Source: an optimization exercise on an open RTL-to-GDS flow (aim: small area). Production flows keep margins and buffers that such runs may drop. At most, simulation tests tie the RTL to the original design; equivalence was not proved. Function not checked in runs 2 to 5: the RTL went through the layout flow alone. Power and IR drop assume default switching activity.

==> flow/design.v <==
module EBRController(input  logic clk,
                     input  logic reset,
                     input  logic w_enable,
                     input  logic r_enable,
                     input  logic get_buffer,
                     input  logic [63:0][5:0] y_in,
                     input  logic [4:0] addr,
                     output logic row_valid,
                     output logic [5:0] row_0_pos,
                     output logic [5:0] row_1_pos);
	logic st_clear, st_write;
	logic [63:0][5:0] w_pos, o_pos, d_pos;
	logic w_valid, o_valid, d_valid;
	always_ff @(posedge clk) begin
		if (reset) begin
			st_clear <= 1'b0;
			st_write <= 1'b0;
		end else begin
			st_clear <= ~st_clear & ~st_write & w_enable;
			st_write <= st_clear;
		end
	end
	always_ff @(posedge clk) begin
		if (st_clear) w_valid <= 1'b0;
		if (st_write) begin
			w_valid <= 1'b1;
			w_pos   <= y_in;
		end
	end
	always_ff @(posedge clk)
		if (~st_clear & ~st_write & get_buffer) begin
			o_valid <= w_valid;
			o_pos   <= w_pos;
		end
	always_ff @(posedge clk) begin
		if (r_enable) begin
			row_valid <= d_valid;
			row_0_pos <= d_pos[{1'b0, addr}];
			row_1_pos <= d_pos[{1'b1, addr}];
		end else if (get_buffer) begin
			d_valid <= o_valid;
			d_pos   <= o_pos;
		end
	end
endmodule
module DisplayController(input  logic clk,
                         input  logic reset,
                         input  logic row_valid,
                         input  logic [5:0] row_0_pos,
                         input  logic [5:0] row_1_pos,
                         output logic [4:0] current_addr,
                         output logic blank,
                         output logic latch,
                         output logic r0_out,
                         output logic r1_out,
                         output logic g0_out,
                         output logic g1_out,
                         output logic b0_out,
                         output logic b1_out,
                         output logic out_clk,
                         output logic read_en);
	localparam logic [2:0] M_RESET = 3'd0, M_MEMREAD = 3'd1, M_PWM = 3'd2,
	                       M_INC = 3'd3, M_WAIT = 3'd4, M_MWAIT = 3'd5;
	localparam logic [3:0] C_RESET = 4'd0, C_SHIFT = 4'd1, C_BLANK = 4'd2, C_ADDR = 4'd3,
	                       C_LATCH = 4'd4, C_UNBLANK = 4'd5, C_WAIT = 4'd6, C_INC = 4'd7,
	                       C_CHECK = 4'd8, C_OVF = 4'd9, C_MWAIT = 4'd10;
	logic [2:0] m_state, m_next;
	logic [3:0] c_state, c_next;
	logic [4:0] next_addr;
	logic [3:0] pwm_cnt;
	logic [5:0] count;
	logic col_shift;
	logic pwm_en, pwm_overflow, col_cnt_overflow, col_cnt_en;
	always_comb
		case (m_state)
			M_RESET:   m_next = M_MEMREAD;
			M_MEMREAD: m_next = M_PWM;
			M_PWM:     m_next = pwm_overflow ? M_INC : M_PWM;
			M_INC:     m_next = M_WAIT;
			M_WAIT:    m_next = M_MWAIT;
			M_MWAIT:   m_next = M_MEMREAD;
			default:   m_next = M_RESET;
		endcase
	always_comb
		case (c_state)
			C_RESET:   c_next = pwm_en ? C_ADDR : C_RESET;
			C_ADDR:    c_next = C_SHIFT;
			C_SHIFT:   c_next = col_cnt_overflow ? C_BLANK : C_SHIFT;
			C_BLANK:   c_next = C_LATCH;
			C_LATCH:   c_next = C_UNBLANK;
			C_UNBLANK: c_next = C_WAIT;
			C_WAIT:    c_next = C_INC;
			C_INC:     c_next = C_CHECK;
			C_CHECK:   c_next = (pwm_cnt == 4'd0) ? C_OVF : C_SHIFT;
			C_OVF:     c_next = C_MWAIT;
			C_MWAIT:   c_next = C_ADDR;
			default:   c_next = C_RESET;
		endcase
	assign pwm_en       = m_state == M_PWM;
	assign read_en      = m_state == M_MEMREAD;
	assign pwm_overflow = c_state == C_OVF;
	assign col_cnt_en   = c_state == C_SHIFT;
	assign col_cnt_overflow = count == 6'd63;
	assign latch        = c_state == C_LATCH;
	assign blank        = ~(c_state == C_UNBLANK || c_state == C_WAIT);
	assign out_clk      = col_shift & ~(~blank || c_state == C_LATCH || c_state == C_ADDR);
	always_ff @(posedge clk) begin
		if (reset) begin
			m_state   <= M_RESET;
			c_state   <= C_RESET;
			col_shift <= 1'b0;
			next_addr <= '0;
			pwm_cnt   <= '0;
			count     <= '0;
		end else begin
			m_state   <= m_next;
			c_state   <= c_next;
			col_shift <= col_shift ? ~col_cnt_overflow : col_cnt_en;
			next_addr <= next_addr + (m_state == M_INC);
			pwm_cnt   <= pwm_cnt + (c_state == C_INC);
			count     <= count + col_shift;
		end
	end
	always_ff @(posedge clk) begin
		if (c_state == C_ADDR) current_addr <= next_addr;
		else if (c_state == C_RESET) current_addr <= '0;
	end
	logic hit0, hit1, r_on, g_on, b_on;
	assign hit0 = row_valid & (row_0_pos == count);
	assign hit1 = row_valid & (row_1_pos == count);
	assign r_on = pwm_cnt != 4'd15;
	assign g_on = pwm_cnt < 4'd14;
	assign b_on = pwm_cnt < 4'd5;
	assign r0_out = hit0 & r_on;
	assign r1_out = hit1 & r_on;
	assign g0_out = hit0 & g_on;
	assign g1_out = hit1 & g_on;
	assign b0_out = hit0 & b_on;
	assign b1_out = hit1 & b_on;
endmodule
module led_matrix_top(input  logic clk,
                      input  logic r,
                      input  logic w_enable,
                      input  logic get_buffer,
                      input  logic [383:0] y_in,
                      output logic r0_out,
                      output logic r1_out,
                      output logic g0_out,
                      output logic g1_out,
                      output logic b0_out,
                      output logic b1_out,
                      output logic latch,
                      output logic OE,
                      output logic sck,
                      output logic [4:0] addr);
	logic reset, read_en, row_valid;
	logic [5:0] row_0_pos, row_1_pos;
	assign reset = ~r;
	EBRController FrameBuffer(.clk(clk), .reset(reset), .w_enable(w_enable), .r_enable(read_en),
		.get_buffer(get_buffer), .y_in(y_in), .addr(addr),
		.row_valid(row_valid), .row_0_pos(row_0_pos), .row_1_pos(row_1_pos));
	DisplayController Display(.clk(clk), .reset(reset), .row_valid(row_valid),
		.row_0_pos(row_0_pos), .row_1_pos(row_1_pos), .current_addr(addr), .blank(OE),
		.latch(latch), .r0_out(r0_out), .r1_out(r1_out), .g0_out(g0_out), .g1_out(g1_out),
		.b0_out(b0_out), .b1_out(b1_out), .out_clk(sck), .read_en(read_en));
endmodule
==> flow/run.sh <==
#!/bin/bash
# synth_recipe.tcl (not shown) runs the flow's synth.tcl, then flattens the netlist and writes it again
# the make line also repeats each setting of config.mk as NAME=value (left out here)
make -C /OpenROAD-flow-scripts/flow DESIGN_CONFIG=/design/flow/config.mk WORK_HOME=/design/flow/orfs CLKGATE_MAP_FILE= SYNTH_SCRIPT=/design/flow/synth_recipe.tcl finish
==> flow/config.mk <==
export PLATFORM = sky130hd
export DESIGN_NAME = led_matrix_top
export DESIGN_NICKNAME = led_matrix_top
export VERILOG_FILES = /design/flow/design.v
export SDC_FILE = /design/flow/constraint.sdc
export NUM_CORES = 4
export LEC_CHECK = 0
export CAP_MARGIN = 20
export CORE_MARGIN = 2
export CORE_UTILIZATION = 50
export PLACE_DENSITY = 0.6
export SLEW_MARGIN = 20
==> flow/constraint.sdc <==
create_clock -name core_clock -period 10.0 [get_ports {clk}]
set_input_delay 2.0000 -clock core_clock [delete_from_list [all_inputs] [get_ports {clk}]]
set_output_delay 2.0000 -clock core_clock [all_outputs]
set_load 0.01 [all_outputs]
==> metrics.md, run 1 <==
| Metric | Value |
|---|---|
| Seq pwr share | approximately 50% |
| Rows | just over 100 |
| First-pass GRT wire length | 114 mm |
| Total core area | 79100 µm² |
| Crit path kind | reg2out |
| Post-synth EDFFs | 1172 |
| Switching power | 0.00291 W |
| Drt total wl | 79.3 mm |
| Post-synth ARST share | 0% |
| Post-Synth XOR/XNOR Area | less than 1% |
| Gpl congestion | 0.808 |
| Worst-path fanout max | 5 |
| Hold/Removal Path Class | reg2reg |
| Multiplexer share of the synthesized area | 4.83% |
| Setup slack, reg-to-reg | between 6 and 7 ns |
| Mean Syn Cell Area | around 23 µm² |
| Post-synth net total | roughly 2200 |
| Count of cell types in the netlist | 42 |
| Placed Cells | 3175 |
| Starting Density | around 50% |
| Max-cap violations | 0 |
| Reg2Reg Depth | 6 |
| Tightest Pin Transition | 1.18 ns |
| Die area | 82200 µm² |
| Arr. time, crit path | 2.73 ns |
| Finished Layout Cells | 3391 |
| Clk root buf | clkbuf_16 |
| Cts bufs inserted | 114 |
| Logic pwr share | 13.1% |
| Crit Reg-Reg Endpoint | FrameBuffer.row_1_pos[3] |
| Post-route minimum period | 4.73 ns |
| Worst skew pair latency | about 0.66 ns |
| Hold buffers post-CTS | 0 |
| WP data required | 8.00 ns |
| Crit end category | output pin |
| Clock group share of total power | 36.0% |
| Internal Power | 0.00909 W |
| Synth Area in Adders | 0.188% |
| Syn Inst Count | 1758 |
| Antenna fix cells | 0 |
| RSZ-0062 raised after global routing | false |
| Port Buffers | between 400 and 500 |
| Chip height | 287 µm |
| Fin crit share | 47.3% |
| Power Density | about 240 nW/µm² |
| Total power draw | 0.0120 W |
| Setup crit end | b0_out |
| DR vias/cell | a little over 5 |
| Synth Flop Type | edfxtp_1 |
| Initial DRC count | 1406 |
| Complex-gate fraction of the synthesized area | 2.22% |
| CTS tree | built |
| Vias | 17400 |
| Worst Setup SP | Display.count[3] |
| Dpl hpwl | 51.4 mm |
| Layout area overhead | 22.7% |
| Fmax | 0.211 GHz |
| Vias in the first global route | 18000 |
| All-Layer GR Usage | approximately a fifth |
| Post-Syn Area | 40000 µm² |
| VDD IR max | slightly below 0.2 mV |
| Leakage power | 16.3 nW |
| Share of cells above drive strength 1 | under 10% |
| GRT overflow | 0 |
| Initial antenna violation count | 2 |
| H-tree Lvls | 3 |
| Sequential cell area fraction in the yosys report | 89.3% |
| Final TNS setup | 0 ns |
| Nets@finish | 2635 |
| Ports | 402 |
| Sw Ratio | 24.3% |
| Hold Vio Cnt, Final | 0 |
| Die X-Extent | between 200 and 300 µm |
| Setup violations, final | 0 |
| Fin Clk Skew | 0.0186 ns |
| Max-slew violations | 0 |
| Clk slew on worst S/H paths | 0.06 ns |
| Remaining antenna violation count after routing | 0 |
| Worst rel slew slack | 21.5% |
| Pin count of the biggest net entering global routing | 187 |
| WL per Instance | 23.4 µm |
| DRC Markers | 0 |
| Post-CTS sizing | 0 |
| Synth warn | 2 |
| Status | timing/DRC/antenna clean |
| Startpoint types | flop |
| Fillers | approximately 5600 |
| Max Buffers Root-to-Sink | 3 |
| Hold Path Stages | 0 |
| DRT Pass-1 Iters | 7 |
| Post-CTS Setup Bufs | 0 |
| Yosys reg bits | 1198 |
| Reg2reg start | Display.current_addr[0] |
| Sink Count | between 1000 and 1500 |
| Post-Synth Simple-Gate Area | 2.00% |
| Main combinational cell family by area after synthesis | multiplexers |
-- kinds of logic (layout without fill, tap and decap cells) --
kind of cell	count (synthesis)	in the layout
adder cells (fa/ha/maj)	6	6
AND/OR/NAND/NOR	152	152
multiplexers	193	193
XOR/XNOR	23	23
flip-flops	1198	1198
buffers and inverters	59	642
AO/OA/AOI/OAI	127	127
-- routing by layer --
metal / track usage (%) / vias up / routed length (µm)
met3: 3.34 / 132 / 3920
met4: 7.34 / 0 / 2880
met1: 25.1 / 8738 / 32100
met5: 0 / - / 0
met2: 33.0 / 488 / 40300
li1: - / 8043 / -
-- power by group through the flow --
| stage | Clock (W) | Combinational (W) | Sequential, W |
|---|---|---|---|
| final | 0.00432 | 0.00157 | 0.00610 |
| after global routing | 0.00461 | 0.00168 | 0.00614 |
| after CTS | 0.00443 | 0.00161 | 0.00611 |
| after detailed placement | 0 | 0.00160 | 0.00621 |
| after global placement | 0 | 0.00158 | 0.00620 |
| after floorplan | 0 | 0.000905 | 0.00633 |
-- synthesized netlist by cell type, types with 3 or more instances --
master / count / share of area [%]
xnor2_1: 12 / 0.26
nand2b_1: 6 / 0.094
ha_1: 6 / 0.19
clkbuf_1: 18 / 0.17
o21ai_0: 4 / 0.050
inv_1: 3 / 0.028
a31oi_1: 12 / 0.19
edfxtp_1: 1172 / 88
xor2_1: 11 / 0.24
nor2_1: 11 / 0.10
nor2b_1: 5 / 0.078
mux2i_1: 193 / 4.8
a22oi_1: 48 / 0.90
or4_1: 3 / 0.056
buf_6: 12 / 0.34
a22o_1: 24 / 0.53
or2_2: 3 / 0.047
buf_4: 7 / 0.13
nand3_1: 30 / 0.38
nor3_1: 19 / 0.24
dfxtp_1: 26 / 1.3
nand4_1: 15 / 0.23
nand2_1: 31 / 0.29
nor3b_1: 3 / 0.056
and2_1: 21 / 0.33
a21oi_1: 31 / 0.39
buf_2: 15 / 0.19
-- cells in the final DEF (no fill, tap or decap), types with 25 or more instances in the layout --
| cell type | count |
|---|---|
| a21oi_1 | 31 |
| a22oi_1 | 48 |
| clkbuf_16 | 117 |
| clkdlybuf4s50_1 | 401 |
| clkinv_2 | 26 |
| dfxtp_1 | 25 |
| edfxtp_1 | 1172 |
| mux2i_1 | 193 |
| nand2_1 | 31 |
| nand3_1 | 30 |
-- worst max-delay path, stage by stage (launching register included) --
cell	delay, ns
dfxtp_1	0.44
xnor2_1	0.17
nand4_1	0.10
or4_1	0.54
a211oi_1	0.27
clkdlybuf4s50_1	0.57
-- registers in the layout (all words and copies together) (netlist names), 3 cells and up --
register / cells
FrameBuffer.w_pos: 384
Display.current_addr: 5
FrameBuffer.o_pos: 384
FrameBuffer.d_pos: 384
Display.count: 6
Display.next_addr: 5
FrameBuffer.row_0_pos: 6
Display.c_state: 4
Display.pwm_cnt: 4
Display.m_state: 3
FrameBuffer.row_1_pos: 6
-- worst min-delay path by stage --
stage | startpoint | to | slack (ns)
CTS | FrameBuffer.o_pos[103] | FrameBuffer.d_pos[103] | 0.41
floorplan | FrameBuffer.o_pos[0] | FrameBuffer.d_pos[0] | 0.40
global placement | FrameBuffer.o_pos[107] | FrameBuffer.d_pos[107] | 0.40
finish | FrameBuffer.o_pos[148] | FrameBuffer.d_pos[148] | 0.41
global route | FrameBuffer.w_pos[200] | FrameBuffer.o_pos[200] | 0.42
detailed placement | FrameBuffer.o_pos[115] | FrameBuffer.d_pos[115] | 0.40
-- area by class of cell --
class                   count  area (µm²)  share of cell area, %
multi-input cells         501        3930                   8.01
clock inverters            84         831                   1.69
clock buffers             132        3030                   6.18
flip-flops and latches   1198       35700                   72.8
well taps                1050        1310                   2.68
repair buffers            422        4230                   8.61
inverters                   4        15.0                 0.0306
-- stage by stage --
stage / util (%) / hold WS, ns / instance area, µm² / worst slack, ns
after floorplan: - / 0.400 / 40000 / -21.57
after global placement: 57.1 / 0.401 / 45200 / 5.06
after detailed placement: 57.1 / 0.405 / 45200 / 4.94
after CTS: 62.0 / 0.410 / 49100 / 5.21
after global routing: 62.0 / 0.418 / 49100 / 5.09
final: 62.0 / 0.413 / 49100 / 5.27
==> inputs of run 2 (changes only) <==
--- a/flow/design.v
+++ b/flow/design.v
@@ -33,9 +33,20 @@
 			o_pos   <= w_pos;
 		end
+	logic [31:0] sel;
+	logic [5:0] rd0, rd1;
+	always_comb begin
+		rd0 = '0;
+		rd1 = '0;
+		for (int k = 0; k < 32; k++) begin
+			sel[k] = addr == k[4:0];
+			rd0 = rd0 | ({6{sel[k]}} & d_pos[k]);
+			rd1 = rd1 | ({6{sel[k]}} & d_pos[k+32]);
+		end
+	end
 	always_ff @(posedge clk) begin
 		if (r_enable) begin
 			row_valid <= d_valid;
-			row_0_pos <= d_pos[{1'b0, addr}];
-			row_1_pos <= d_pos[{1'b1, addr}];
+			row_0_pos <= rd0;
+			row_1_pos <= rd1;
 		end else if (get_buffer) begin
 			d_valid <= o_valid;
==> flow/flow/run.sh (new file) <==
#!/bin/bash
# Standard ORFS layout with smaller port buffers and a clock tree built from
# small clock buffers without dummy loads.
set -euo pipefail
bash standard.sh \
  BUFFER_PORTS_ARGS="-buffer_cell sky130_fd_sc_hd__buf_1" \
  CTS_ARGS="-sink_clustering_enable -repair_clock_nets -dont_use_dummy_load -buf_list {sky130_fd_sc_hd__clkbuf_4 sky130_fd_sc_hd__clkbuf_8}" \
  finish > flow.log 2>&1
==> flow/standard.sh (new file) <==
#!/bin/bash
# synth_recipe.tcl (not shown) runs the flow's synth.tcl, then flattens the netlist and writes it again
# the make line also repeats each setting of config.mk as NAME=value (left out here)
make -C /OpenROAD-flow-scripts/flow DESIGN_CONFIG=/design/flow/config.mk WORK_HOME=/design/flow/orfs CLKGATE_MAP_FILE= SYNTH_SCRIPT=/design/flow/synth_recipe.tcl "${@:-finish}"
removed: flow/run.sh
==> run 2 against run 1 <==
Clock-buffer cell count up 52. Sequential power barely moved. Total power down 12%. Hold slack got worse by 0.036 ns. Non-clock buffer count increased by 8. Wire length increased by 4.9%. Final area is 8.3% lower. Combinational power shrank 21%. Global-route usage up 1.3 points. Largest power group unchanged. Highest routed layer unchanged.
==> metrics.md, run 2 <==
| Metric | Value |
|---|---|
| Commonest cells post-synth | edfxtp_1 (1172), a22oi_1 (81), nor2_1 (46) |
| Post-CTS sizing | 0 |
| Crit-path cells | xnor2_1 -> nand4_1 -> or4_1 -> a21oi_1 -> buf_1 |
| Fmax | 0.228 GHz |
| Fillers | between 5000 and 6000 |
| Sequential cell area fraction in the yosys report | 90.2% |
| Drt total wl | 83.1 mm |
| Most common cell in the netlist | edfxtp_1 |
| Biggest regs | FrameBuffer.d_pos: 384 flops, FrameBuffer.o_pos: 384 flops, FrameBuffer.w_pos: 384 flops |
| VDD IR max | 0.159 mV |
| Rows | approximately 100 |
| Slowest-stage cell, CP | or4_1 |
| Post-Syn Area | 39600 µm² |
| Cts bufs inserted | 184 |
| Count of cell types in the netlist | 66 |
| GRT overflow | 0 |
| Leakage power | 14.6 nW |
| Setup slack, reg-to-reg | 5.78 ns |
| Vias | ~18000 |
| Die area | 81400 µm² |
| Post-synth ARST share | 0% |
| Crit end category | output pin |
| CTS tree | built |
| Max-cap violations | 0 |
| Clk slew on worst S/H paths | 0.06 ns |
| Commonest non-fill, non-tap cells in the layout | edfxtp_1 (1172), buf_1 (401), clkbuf_8 (184) |
| Yosys reg bits | around 1200 |
| Layout area overhead | 13.7% |
| Post-synth net total | 2143 |
| Gpl congestion | 0.797 |
| Initial antenna violation count | 2 |
| Fin Clk Skew | 0.0593 ns |
| Vias in the first global route | 19000 |
| First-pass GRT wire length | 120 mm |
| Worst Slack Setup Final | 5.61 ns |
| Synth warn | 2 |
| All-Layer GR Usage | about a fifth |
| Mean Syn Cell Area | 22.6 µm² |
| Dpl hpwl | 55.4 mm |
| RSZ-0062 raised after global routing | false |
| Post-route minimum period | 4.39 ns |
| Total core area | 78600 µm² |
| Final TNS setup | 0 ns |
| Worst skew pair latency | 0.81 ns |
| Post-CTS Setup Bufs | 0 |
| Crit path kind | reg2out |
| Arr. time, crit path | approximately 2.4 ns |
| WL per Instance | 24.7 µm |
| Chip height | 285 µm |
| Hold buffers post-CTS | 0 |
| Synth Flop Type | edfxtp_1 |
| Hold Vio Cnt, Final | 0 |
| Die X-Extent | 285 µm |
| Remaining antenna violation count after routing | 0 |
| Hold wc startpoint | FrameBuffer.o_pos[236] |
| Share of cells above drive strength 1 | 11.2% |
| Max-slew violations | 0 |
| Fin crit share | 43.9% |
| Place WS | 5.38 ns |
| Syn Inst Count | 1749 |
| Top cell type by total area after synthesis | edfxtp_1 |
| Setup violations, final | 0 |
| Ports | 402 |
| Startpoint types | flop |
| Worst rel slew slack | 11.3% |
| H-tree Lvls | 4 |
| Top post-synthesis cells by area | edfxtp_1 (89%), a22oi_1 (1.5%), dfxtp_1 (1.3%), mux2i_1 (1.0%), and3_1 (0.66%) |
| Power Density | ~230 nW/µm² |
| DR vias/cell | 5.31 |
| Status | timing/DRC/antenna clean |
| Hold/Removal Path Class | reg2reg |
| Max Buffers Root-to-Sink | 3 |
| Reg2reg start | Display.current_addr[0] |
| DRC Markers | 0 |
| Port Buffers | 401 |
| Crit path largest cell delay | 0.53 ns |
| Sink Count | roughly 1200 |
| Tightest Pin Transition | 1.30 ns |
| DRT Pass-1 Iters | 6 |
| Nets@finish | 2714 |
| Pin count of the biggest net entering global routing | between 150 and 200 |
| Worst Setup SP | Display.count[3] |
| Post-synth EDFFs | ~1200 |
| Clk root buf | clkbuf_8 |
| Starting Density | around half |
| Area fraction of the dominant cell type after synthesis | 88.9% |
| Worst-path fanout max | 6 |
| WP data required | 8.00 ns |
| Initial DRC count | 1772 |
| Leading cell type in the layout, fill and taps excluded | edfxtp_1 |
-- run 2: report_power, final --
| group | switching, W | internal [W] |
|---|---|---|
| Clock | 0.00157 | 0.00161 |
| Sequential | 0.000135 | 0.00599 |
| Combinational | 0.000882 | 0.000360 |
| Total | 0.00259 | 0.00796 |
-- run 2: worst paths after layout --
kind,to,cells after the start
min reg2reg,FrameBuffer.d_pos[236],0
min,FrameBuffer.d_pos[236],0
max,r1_out,5
max reg2reg,FrameBuffer.row_1_pos[0],6
-- run 2: cell type report --
cell class | instances | area [µm²] | share of cell area, %
antenna | 2 | 5.00 | 0.0111
clock buffer | 184 | 2530 | 5.63
multi-input combinational | 501 | 3650 | 8.12
tap | 1050 | 1310 | 2.92
sequential | 1198 | 35700 | 79.4
inverter | 5 | 18.8 | 0.0417
timing repair buffer | 430 | 1750 | 3.89
-- run 2: through the flow --
step | area [µm²] | utilization (%) | std cells | hold slack (ns) | power, W
after CTS | 45000 | 57.2 | 3368 | 0.365 | 0.0107
after detailed placement | 42400 | 54.0 | 3184 | 0.405 | 0.00749
after global routing | 45000 | 57.2 | 3369 | 0.371 | 0.0110
after global placement | 42400 | 54.0 | 3183 | 0.400 | 0.00746
final | 45000 | 57.2 | 3370 | 0.377 | 0.0106
after floorplan | 39600 | - | 1749 | 0.400 | 0.00704
-- run 2: kinds of logic (layout without fill, tap and decap cells) --
| logic type | after synthesis | in the layout | synth area share, % |
|---|---|---|---|
| DFF | 1198 | 1198 | 90.2 |
| and+or+nand+nor | 241 | 241 | 3.46 |
| AOI/OAI and AO/OA | 169 | 169 | 3.30 |
| muxes | 60 | 60 | 1.61 |
| buffers and inverters | 50 | 619 | 0.639 |
| xor gates and xnor gates | 25 | 25 | 0.553 |
| adders and majority gates | 6 | 6 | 0.190 |
| other | 0 | 2 | 0 |
-- run 2: layer usage --
| metal | wire length (µm) | global-route usage (%) | vias up |
|---|---|---|---|
| met2 | 42300 | 34.6 | 616 |
| met4 | 1940 | 6.92 | 0 |
| li1 | - | - | 8131 |
| met3 | 4680 | 4.28 | 136 |
| met1 | 34300 | 27.3 | 9012 |
| met5 | 0 | 0 | - |
-- run 2: critical path, delay by kind of cell, from the launching register on --
kind,cells,cell delay (ns)
compound gates,1,0.20
buf+inv,1,0.17
simple gates,2,0.65
xor+xnor,1,0.16
flops,1,0.45
==> inputs of run 3 (changes only) <==
--- a/flow/config.mk
+++ b/flow/config.mk
@@ -8,5 +8,5 @@
 export CAP_MARGIN = 20
 export CORE_MARGIN = 2
-export CORE_UTILIZATION = 50
-export PLACE_DENSITY = 0.6
+export CORE_UTILIZATION = 70
+export PLACE_DENSITY = 0.8
 export SLEW_MARGIN = 20
==> run 3 against run 2 <==
Sequential share of layout area grew 0.91 points. Total power shrank 1.5%. Critical path depth is the same. Final area shrank 1.1%. Clock-buffer cell count shrank 10. Maximum frequency grew 0.92%. Clock power shrank 4%. Combinational power shrank 4%. Largest cell class unchanged.
==> metrics.md, run 3 <==
| Metric | Value |
|---|---|
| Status | timing/DRC/antenna clean |
| Clock group share of total power | 29.3% |
| Mean Syn Cell Area | 22.6 µm² |
| Post-synth net total | about 2100 |
| Hold Path Stages | 0 |
| Commonest cells post-synth | edfxtp_1 (1172), a22oi_1 (81), nor2_1 (46) |
| Crit path largest cell delay | between 0.5 and 0.6 ns |
| Total core area | 56200 µm² |
| Worst skew pair latency | 0.79 ns |
| Hold/Removal Path Class | reg2reg |
| Area fraction of the dominant cell type after synthesis | 88.9% |
| Dpl hpwl | 51.5 mm |
| Total power draw | 0.0104 W |
| Remaining antenna violation count after routing | 0 |
| Top post-synthesis cells by area | edfxtp_1 (89%), a22oi_1 (1.5%), dfxtp_1 (1.3%), mux2i_1 (1.0%), and3_1 (0.66%) |
| Crit-path cells | xnor2_1 -> nand4_1 -> or4_1 -> a21oi_1 -> buf_1 |
| Sw Ratio | 24.2% |
| Placed Instance Area | between 40000 and 50000 µm² |
| Clk slew on worst S/H paths | around 0.050 ns |
| Leading cell type in the layout, fill and taps excluded | edfxtp_1 |
| Tightest Pin Transition | 1.14 ns |
| Worst-path fanout max | 6 |
| Switching power | roughly 0.0025 W |
| Post-route minimum period | 4.35 ns |
| Fin Clk Skew | 0.0520 ns |
| Die area | between 50000 and 60000 µm² |
| Drt total wl | 77.2 mm |
| Crit Reg-Reg Endpoint | FrameBuffer.row_1_pos[0] |
| Port Buffers | between 400 and 500 |
| Setup violations, final | 0 |
| Post-synth EDFFs | 1172 |
| Cts bufs inserted | 174 |
| Yosys reg bits | roughly 1200 |
| Reg2Reg Depth | 7 |
| Crit path buffers/inverters | 1 |
| Hold Vio Cnt, Final | 0 |
| Nets@finish | 2704 |
| WL per Instance | 25.2 µm |
| Post-route cell area | 44500 µm² |
| DR vias/cell | between 5 and 6 |
| Post-Syn Area | 39600 µm² |
| Arr. time, crit path | between 2 and 2.5 ns |
| DRC Markers | 0 |
| Initial antenna violation count | 4 |
| Crit end category | output pin |
| Slowest-stage cell, CP | or4_1 |
| VDD IR max | 0.163 mV |
| Hold buffers post-CTS | 0 |
| Count of cell types in the netlist | 66 |
| Die X-Extent | roughly 240 µm |
| Synth warn | 2 |
| Most common cell in the netlist | edfxtp_1 |
| Hold wc startpoint | FrameBuffer.w_pos[29] |
| CTS tree | built |
| Max Buffers Root-to-Sink | 3 |
| Final TNS setup | 0 ns |
| All-Layer GR Usage | 27.2% |
| Syn Inst Count | 1749 |
| Initial DRC count | between 1500 and 2000 |
| Synth Flop Type | edfxtp_1 |
| Starting Density | a little over two thirds |
| Biggest regs | FrameBuffer.d_pos: 384 flops, FrameBuffer.o_pos: 384 flops, FrameBuffer.w_pos: 384 flops |
| Fin crit share | between 40 and 50% |
| DRT Pass-1 Iters | 5 |
| Internal Power | 0.00788 W |
| Ports | 402 |
| Crit-path leading delay family | simple AND/OR/NAND/NOR gates |
| Rows | 87 |
| WHS Endpoint | FrameBuffer.o_pos[29] |
| Seq pwr share | 59.2% |
| WP data required | 8.00 ns |
| Vias | 18400 |
| RSZ-0062 raised after global routing | false |
| Vias in the first global route | 18700 |
| First-pass GRT wire length | 113 mm |
| Commonest non-fill, non-tap cells in the layout | edfxtp_1 (1172), buf_1 (401), clkbuf_8 (174) |
| Worst rel slew slack | between 20% and 30% |
| Chip height | 242 µm |
| Gpl congestion | 0.835 |
| Top cell type by total area after synthesis | edfxtp_1 |
| Clk root buf | clkbuf_8 |
| Logic pwr share | ~12% |
| Startpoint types | flop |
| Post-CTS sizing | 0 |
| Post-synth ARST share | 0% |
| H-tree Lvls | 4 |
| Fillers | 2691 |
| Sequential cell area fraction in the yosys report | 90.2% |
| Share of cells above drive strength 1 | 10.7% |
| Crit path kind | reg2out |
| Layout area overhead | 12.4% |
| Reg2reg start | Display.current_addr[0] |
| Leakage power | 14.6 nW |
| Pin count of the biggest net entering global routing | approximately 190 |
| Post-CTS Setup Bufs | 0 |
| Power Density | 234 nW/µm² |
| Fmax | 0.230 GHz |
| Setup slack, reg-to-reg | a little over 6 ns |
| Max-slew violations | 0 |
| Sink Count | 1198 |
| Max-cap violations | 0 |
| GRT overflow | 0 |
run 3: cell counts after synthesis:
Identical to the previous run, type by type.
run 3: power by group through the flow:
| stage | registers [W] | clock network [W] | logic (W) |
|---|---|---|---|
| after CTS | 0.00615 | 0.00310 | 0.00119 |
| after global routing | 0.00618 | 0.00329 | 0.00127 |
| after floorplan | 0.00634 | 0 | 0.000700 |
| after global placement | 0.00623 | 0 | 0.00115 |
| after detailed placement | 0.00625 | 0 | 0.00119 |
| final | 0.00615 | 0.00305 | 0.00119 |
run 3: routing by layer:
| layer | global-route usage (%) | routed length [µm] | vias to the layer above |
|---|---|---|---|
| met5 | 0 | 0 | - |
| met4 | 10.6 | 2460 | 0 |
| met3 | 5.58 | 6820 | 140 |
| met2 | 43.8 | 39000 | 1016 |
| met1 | 37.5 | 29000 | 9095 |
| li1 | - | - | 8104 |
run 3: final cells by class:
class                   count  area, µm²  share of cell area, %
diodes                      2       5.00                 0.0113
multi-input cells         501       3640                   8.19
clock buffers             174       2390                   5.38
flip-flops and latches   1198      35700                   80.3
inverters                   5       18.8                 0.0422
well taps                 756        946                   2.13
repair buffers            430       1760                   3.95
run 3: kinds of logic after synthesis:
| kind of cell | share of synthesized area (%) |
|---|---|
| AOI/OAI and AO/OA | 3.30 |
| xor gates and xnor gates | 0.553 |
| adders and majority gates | 0.190 |
| buffers and inverters | 0.639 |
| DFF | 90.2 |
| muxes | 1.61 |
| and+or+nand+nor | 3.46 |
run 3: through the flow:
step	setup slack, ns	hold WS [ns]	std cells	utilization, %
floorplan	-21.57	0.400	1749	-
global placement	5.68	0.401	2890	74.9
detailed placement	5.54	0.405	2890	74.9
CTS	5.60	0.393	3064	79.2
global route	5.52	0.406	3065	79.2
finish	5.65	0.390	3066	79.2
run 3: how the worst max path moves through the flow:
| stage | start | endpoint | slack (ns) | cells past startpoint |
|---|---|---|---|---|
| after floorplan | FrameBuffer.st_write | FrameBuffer.o_pos[0] | -21.57 | 1 |
| after global placement | get_buffer | FrameBuffer.o_pos[113] | 5.68 | 4 |
| after detailed placement | get_buffer | FrameBuffer.o_pos[158] | 5.54 | 4 |
| after CTS | Display.count[3] | r0_out | 5.60 | 5 |
| after global routing | Display.count[3] | r0_out | 5.52 | 5 |
| final | Display.count[3] | r1_out | 5.65 | 5 |
run 3: worst reg2reg max path, delay by kind of cell, from the launching register on:
family | cells | cell delay (ns)
AOI/OAI and AO/OA | 1 | 0.64
and+or+nand+nor | 4 | 1.27
buffers and inverters | 2 | 0.79
DFF | 1 | 0.94
==> inputs of run 4 (changes only) <==
==> flow/flow/run.sh (replaced) <==
#!/bin/bash
# Standard ORFS layout with smaller port buffers and a clock tree built from
# larger sink clusters of small clock buffers, without dummy loads.
set -euo pipefail
bash standard.sh \
  BUFFER_PORTS_ARGS="-buffer_cell sky130_fd_sc_hd__buf_1" \
  CTS_ARGS="-sink_clustering_enable -repair_clock_nets -dont_use_dummy_load -sink_clustering_size 30 -sink_clustering_max_diameter 80 -buf_list {sky130_fd_sc_hd__clkbuf_8 sky130_fd_sc_hd__clkbuf_16}" \
  finish > flow.log 2>&1
--- a/flow/config.mk
+++ b/flow/config.mk
@@ -8,5 +8,5 @@
 export CAP_MARGIN = 20
 export CORE_MARGIN = 2
-export CORE_UTILIZATION = 70
-export PLACE_DENSITY = 0.8
+export CORE_UTILIZATION = 50
+export PLACE_DENSITY = 0.6
 export SLEW_MARGIN = 20
==> run 4 against run 3 <==
Still clean on timing, DRC and antenna. Clock power shrank 26%. Sequential power is 0.7% lower. Maximum frequency is 1.8% higher. Synthesized area unchanged. Combinational power is 4% higher. Total power fell by 7.4%. Non-clock buffer count is the same. Global-route usage down 7.2 points. Clock-buffer cell count down 124. Worst setup slack improved by 0.077 ns. Critical endpoint unchanged. Highest routed layer unchanged.
==> metrics.md, run 4 <==
| Metric | Value |
|---|---|
| Status | timing/DRC/antenna clean |
| Tightest Pin Transition | around 1.3 ns |
| Crit path buffers/inverters | 1 |
| Crit end category | output pin |
| Crit path kind | reg2out |
| Chip height | 285 µm |
| Area fraction of the dominant cell type after synthesis | between 80% and 90% |
| Fin Clk Skew | a little under 0.05 ns |
| Count of cell types in the netlist | 66 |
| Layout area overhead | 10.5% |
| Hold Vio Cnt, Final | 0 |
| Finished Layout Cells | 3236 |
| CTS tree | built |
| Met2 Usage GRT | roughly a third |
| Max-cap violations | 0 |
| Top post-synthesis cells by area | edfxtp_1 (89%), a22oi_1 (1.5%), dfxtp_1 (1.3%), mux2i_1 (1.0%), and3_1 (0.66%) |
| Crit-path leading delay family | simple AND/OR/NAND/NOR gates |
| M1 GR Usage | 27.5% |
| DRC Markers | 0 |
| GRT met3 Usage | 2.56% |
| Power Density | 220 nW/µm² |
| Clk slew on worst S/H paths | roughly 0.1 ns |
| DR vias/cell | 5.35 |
| Crit path largest cell delay | about 0.53 ns |
| Share of cells above drive strength 1 | 5.82% |
| Worst rel slew slack | 13.0% |
| DRT Pass-1 Iters | 5 |
| Arr. time, crit path | 2.27 ns |
| Ports | between 400 and 500 |
| Total core area | 78600 µm² |
| Most common cell in the netlist | edfxtp_1 |
| Post-synth ARST share | 0% |
| Hold buffers post-CTS | 0 |
| WP data required | about 8.0 ns |
| Cts bufs inserted | 50 |
| Final TNS setup | 0 ns |
| Setup slack, reg-to-reg | between 5 and 6 ns |
| Syn Inst Count | 1749 |
| Biggest regs | FrameBuffer.d_pos: 384 flops, FrameBuffer.o_pos: 384 flops, FrameBuffer.w_pos: 384 flops |
| Fin crit share | 42.7% |
| Post-route minimum period | 4.27 ns |
| GRT overflow | 0 |
| Post-route cell area | between 40000 and 50000 µm² |
| Drt total wl | 81.3 mm |
| Nets@finish | 2580 |
| Post-CTS Setup Bufs | 0 |
| Vias in the first global route | about 18000 |
| Commonest cells post-synth | edfxtp_1 (1172), a22oi_1 (81), nor2_1 (46) |
| Startpoint types | flop |
| VDD IR max | 0.183 mV |
| Sink Count | 1198 |
| Synth Flop Type | edfxtp_1 |
| Post-synth EDFFs | 1172 |
| Commonest non-fill, non-tap cells in the layout | edfxtp_1 (1172), buf_1 (401), a22oi_1 (81) |
| Synth warn | 2 |
| Die area | 81400 µm² |
| Setup violations, final | 0 |
| Leakage power | roughly 14 nW |
| Max-slew violations | 0 |
| Leading cell type in the layout, fill and taps excluded | edfxtp_1 |
| First-pass GRT wire length | 117 mm |
| Vias | 17300 |
| Worst skew pair latency | 0.62 ns |
| Yosys reg bits | about 1200 |
| Post-Syn Area | 39600 µm² |
| Rows | 103 |
| Dpl hpwl | between 50 and 60 mm |
| Port Buffers | about 400 |
| Crit-path cells | xnor2_1 -> nand4_1 -> or4_1 -> a21oi_1 -> buf_1 |
| Max Buffers Root-to-Sink | 3 |
| Gpl congestion | 0.797 |
| Worst-path fanout max | 6 |
| Hold/Removal Path Class | reg2reg |
| Post-synth net total | 2143 |
| Remaining antenna violation count after routing | 0 |
| Placed Cells | 3184 |
| Starting Density | 50.3% |
| H-tree Lvls | 2 |
| Fmax | around 0.23 GHz |
| All-Layer GR Usage | 20.0% |
| Pin count of the biggest net entering global routing | about 170 |
| Sequential cell area fraction in the yosys report | 90.2% |
| Initial DRC count | approximately 1800 |
| Post-CTS sizing | 0 |
| Global routing's busiest layer | met2 |
| Placed Instance Area | 42400 µm² |
| Slowest-stage cell, CP | or4_1 |
| WL per Instance | 25.1 µm |
| Die X-Extent | roughly 290 µm |
| Top cell type by total area after synthesis | edfxtp_1 |
| Clk root buf | clkbuf_16 |
| RSZ-0062 raised after global routing | false |
| Mean Syn Cell Area | around 23 µm² |
| Initial antenna violation count | 0 |
## run 4: cell types whose count changed in the layout (fill, tap and decap cells not counted), sizes merged
cell,change
clkbuf,-124
## run 4: where the power goes
part | leakage [nW] | switching, W | total, W | internal, W
Clock | 0.616 | 0.00137 | 0.00227 | 0.000898
Sequential | 11.3 | 0.000134 | 0.00611 | 0.00597
Combinational | 2.03 | 0.000880 | 0.00124 | 0.000361
Total | 13.9 | 0.00239 | 0.00962 | 0.00723
## run 4: metal layers
layer / up-vias / wire length [µm]
met4: 0 / 1900
met2: 508 / 41500
met5: - / 0
li1: 7880 / -
met3: 92 / 4000
met1: 8847 / 33900
## run 4: kinds of logic after synthesis
family          count (synthesis)  synth area share (%)
simple gates                  241                  3.46
mux                            60                  1.61
flops                        1198                  90.2
buf+inv                        50                 0.639
fa+ha+maj                       6                 0.190
compound gates                169                  3.30
xor+xnor                       25                 0.553
## run 4: cell type report
cell class	count	area [µm²]
antenna	2	5.00
clock buffer	50	1250
fill	6034	34900
inverter	5	18.8
multi-input combinational	501	3660
sequential	1198	35700
tap	1050	1310
timing repair buffer	430	1750
## run 4: metrics by stage
| stage | hold slack (ns) | util, % | setup WS [ns] | total power, W |
|---|---|---|---|---|
| global placement | 0.400 | 54.0 | 5.45 | 0.00746 |
| global route | 0.385 | 55.6 | 5.61 | 0.00998 |
| finish | 0.373 | 55.6 | 5.73 | 0.00962 |
| CTS | 0.383 | 55.6 | 5.70 | 0.00972 |
| floorplan | 0.400 | - | -21.57 | 0.00704 |
| detailed placement | 0.405 | 54.0 | 5.38 | 0.00749 |
## run 4: path summary, 6_finish.rpt
path	start	endpoint	cells after the start
worst max-delay path	Display.count[3]	r1_out	5
worst min-delay path	FrameBuffer.w_pos[351]	FrameBuffer.o_pos[351]	0
worst max register to register	Display.current_addr[0]	FrameBuffer.row_1_pos[0]	6
worst min register to register	FrameBuffer.w_pos[351]	FrameBuffer.o_pos[351]	0
==> inputs of run 5 (changes only) <==
==> flow/flow/run.sh (replaced) <==
#!/bin/bash
# Standard ORFS layout with smaller port buffers and a clock tree built from
# larger sink clusters of small clock buffers, without dummy loads.
set -euo pipefail
bash standard.sh \
  BUFFER_PORTS_ARGS="-buffer_cell sky130_fd_sc_hd__buf_1" \
  CTS_ARGS="-sink_clustering_enable -repair_clock_nets -dont_use_dummy_load -sink_clustering_size 20 -sink_clustering_max_diameter 50 -buf_list {sky130_fd_sc_hd__clkbuf_4 sky130_fd_sc_hd__clkbuf_8}" \
  finish > flow.log 2>&1
==> run 5 against run 4 <==
Sequential cell count is the same. Critical endpoint unchanged. Critical path depth stayed put. Global-route usage rose by 0.30 points.
==> metrics.md, run 5 <==
| Metric | Value |
|---|---|
| WP data required | 8.00 ns |
| Most common cell in the netlist | edfxtp_1 |
| Tightest Pin Transition | 1.27 ns |
| Max Buffers Root-to-Sink | 3 |
| Max-slew violations | 0 |
| Setup crit end | r1_out |
| Count of cell types in the netlist | 66 |
| Initial DRC count | around 1800 |
| Ports | 402 |
| Top post-synthesis cells by area | edfxtp_1 (89%), a22oi_1 (1.5%), dfxtp_1 (1.3%), mux2i_1 (1.0%), and3_1 (0.66%) |
| Fmax | approximately 0.23 GHz |
| Port Buffers | between 400 and 500 |
| Sink Count | 1198 |
| Power Density | 221 nW/µm² |
| Total core area | 78600 µm² |
| Post-synth net total | between 2000 and 2500 |
| Post-Synth Simple-Gate Area | 3.46% |
| Hold buffers post-CTS | 0 |
| Nets@finish | roughly 2600 |
| Commonest non-fill, non-tap cells in the layout | edfxtp_1 (1172), buf_1 (401), clkbuf_8 (106) |
| Post-Synth XOR/XNOR Area | 0.553% |
| Cts bufs inserted | roughly 110 |
| DRC Markers | 0 |
| Max-cap violations | 0 |
| Dpl hpwl | between 50 and 60 mm |
| Worst rel slew slack | 12.8% |
| Total power draw | 0.00972 W |
| Post-route minimum period | 4.34 ns |
| Leakage power | ~14 nW |
| Synth Area in Adders | 0.190% |
| Post-synth EDFFs | between 1000 and 1500 |
| Vias in the first global route | 18500 |
| Commonest cells post-synth | edfxtp_1 (1172), a22oi_1 (81), nor2_1 (46) |
| Arr. time, crit path | 2.34 ns |
| Complex-gate fraction of the synthesized area | between 3 and 4% |
| Setup slack, reg-to-reg | approximately 6 ns |
| Die X-Extent | 285 µm |
| Status | timing/DRC/antenna clean |
| Hold/Removal Path Class | reg2reg |
| Remaining antenna violation count after routing | 0 |
| Placed Instance Area | 42400 µm² |
| Fin Clk Skew | a little under 0.09 ns |
| Crit end category | output pin |
| Mean Syn Cell Area | approximately 23 µm² |
| All-Layer GR Usage | between 20% and 30% |
| Post-synth ARST share | 0% |
| Synth Flop Type | edfxtp_1 |
| Share of cells above drive strength 1 | slightly above 8% |
| Drt total wl | 82.1 mm |
| Worst hold slack | 0.384 ns |
| Worst Slack Setup Final | 5.66 ns |
| Worst skew pair latency | roughly 0.73 ns |
| H-tree Lvls | 3 |
| Rows | approximately 100 |
| Place WS | roughly 5.4 ns |
| Worst Setup SP | Display.count[2] |
| Post-CTS sizing | 0 |
| Startpoint types | flop |
| Worst-path fanout max | 6 |
| Biggest regs | FrameBuffer.d_pos: 384 flops, FrameBuffer.o_pos: 384 flops, FrameBuffer.w_pos: 384 flops |
| Main combinational cell family by area after synthesis | simple AND/OR/NAND/NOR gates |
| Clk slew on worst S/H paths | 0.07 ns |
| DRT Pass-1 Iters | 5 |
| Gpl congestion | 0.797 |
| Chip height | about 290 µm |
| WL per Instance | 24.9 µm |
| Area fraction of the dominant cell type after synthesis | approximately 89% |
| Setup violations, final | 0 |
| Syn Inst Count | 1749 |
| Final TNS setup | 0 ns |
| Reg2Reg Depth | 6 |
| Vias | 17600 |
| Post-Syn Area | just under 40000 µm² |
| Leading cell type in the layout, fill and taps excluded | edfxtp_1 |
| Post-CTS Setup Bufs | 0 |
| VDD IR max | 0.156 mV |
| RSZ-0062 raised after global routing | false |
| Yosys reg bits | ~1200 |
| Clk root buf | clkbuf_8 |
| First-pass GRT wire length | between 100 and 150 mm |
| Crit path kind | reg2out |
| Initial antenna violation count | 8 |
| Sequential cell area fraction in the yosys report | between 90 and 100% |
| GRT overflow | 0 |
| DR vias/cell | 5.34 |
| Reg2reg start | Display.current_addr[0] |
| CTS tree | built |
| Post-route cell area | 43900 µm² |
| Die area | between 80000 and 90000 µm² |
| Hold Vio Cnt, Final | 0 |
| Crit Reg-Reg Endpoint | FrameBuffer.row_1_pos[0] |
| Fin crit share | 43.4% |
| Layout area overhead | 11.0% |
| Synth warn | 2 |
| Multiplexer share of the synthesized area | 1.61% |
| Starting Density | slightly above 50% |
| Pin count of the biggest net entering global routing | 169 |
| Top cell type by total area after synthesis | edfxtp_1 |
[run 5: changes by cell type in the layout (fill, tap and decap cells not counted)]
cell / delta
diode_2: -1
clkbuf_16: -50
clkbuf_8: +106
[run 5: cell families after synthesis]
kind of cell,after synthesis
DFF,1198
and+or+nand+nor,241
AOI/OAI and AO/OA,169
muxes,60
buffers and inverters,50
xor gates and xnor gates,25
adders and majority gates,6
[run 5: layer usage]
layer / wire length (µm) / global-route usage, % / vias to the layer above
met5: 0 / 0 / -
met4: 3050 / 7.81 / 0
met3: 5100 / 4.00 / 158
met2: 40800 / 33.5 / 609
met1: 33100 / 26.9 / 8829
li1: - / - / 7972
[run 5: worst min path at each step]
stage	startpoint	to	slack [ns]	depth (start not counted)
after global routing	FrameBuffer.w_pos[59]	FrameBuffer.o_pos[59]	0.38	0
after floorplan	FrameBuffer.o_pos[0]	FrameBuffer.d_pos[0]	0.40	0
after global placement	FrameBuffer.o_pos[314]	FrameBuffer.d_pos[314]	0.40	0
after CTS	FrameBuffer.w_pos[98]	FrameBuffer.o_pos[98]	0.38	0
final	FrameBuffer.w_pos[98]	FrameBuffer.o_pos[98]	0.38	0
after detailed placement	FrameBuffer.o_pos[134]	FrameBuffer.d_pos[134]	0.40	0
[run 5: worst max-delay path, stage by stage, from the launching register on]
cell and delay [ns]:
dfxtp_1 0.45, xnor2_1 0.15, nand4_1 0.12, or4_1 0.53, a21oi_1 0.20, buf_1 0.17
[run 5: area by class of cell]
type                       instances  area (µm²)
timing repair buffer             430        1750
fill                            6027       34700
clock buffer                     106        1460
inverter                           5        18.8
antenna                            1        2.50
sequential                      1198       35700
tap                             1050        1310
multi-input combinational        501        3660
[run 5: through the flow]
stage / cells / utilization (%)
4_1_cts: 3290 / 55.9
3_3_place_gp: 3183 / 54.0
2_1_floorplan: 1749 / -
5_1_grt: 3291 / 55.9
6_report: 3291 / 55.9
3_5_place_dp: 3184 / 54.0
[run 5: power breakdown]
group / total, W / switching (W) / internal, W
Combinational: 0.00124 / 0.000883 / 0.000361
Sequential: 0.00611 / 0.000134 / 0.00598
Clock: 0.00236 / 0.00142 / 0.000940
Total: 0.00972 / 0.00244 / 0.00728

-- afterwards: timing with drivers on the ports --
In the flow no input, the clock included, has a driving cell. The finished layouts below were timed again as built, in two steps.
Step 1, drivers: a clkbuf_16 drives clk and a buf_2 each remaining input, both assumed.
Step 2 times the ports against the registers' clock, not the clock port: input delays grow and output delays shrink by t, the midpoint of the rising clock arrivals with the driver on.
Three values: ideal, step 1, step 2; two values: the first two.
run	shift t [ns]	slack for setup (ns)	worst register clock-pin slew, ns	worst slew at a driven data input, ns
run 1	0.720	5.270 / 5.204 / 4.940	0.07 / 0.07	0.06
run 2	0.849	5.611 / 5.542 / 5.407	0.06 / 0.06	0.05
run 3	0.820	5.651 / 5.593 / 5.407	0.06 / 0.06	0.12
run 4	0.676	5.728 / 5.660 / 5.424	0.11 / 0.11	0.05
run 5	0.747	5.664 / 5.602 / 5.400	0.12 / 0.12	0.05
After both steps setup and hold are still met in every run listed. The setup slack of run 1, which loses most, moves by -0.066 ns with the drivers and by -0.330 ns with both steps.
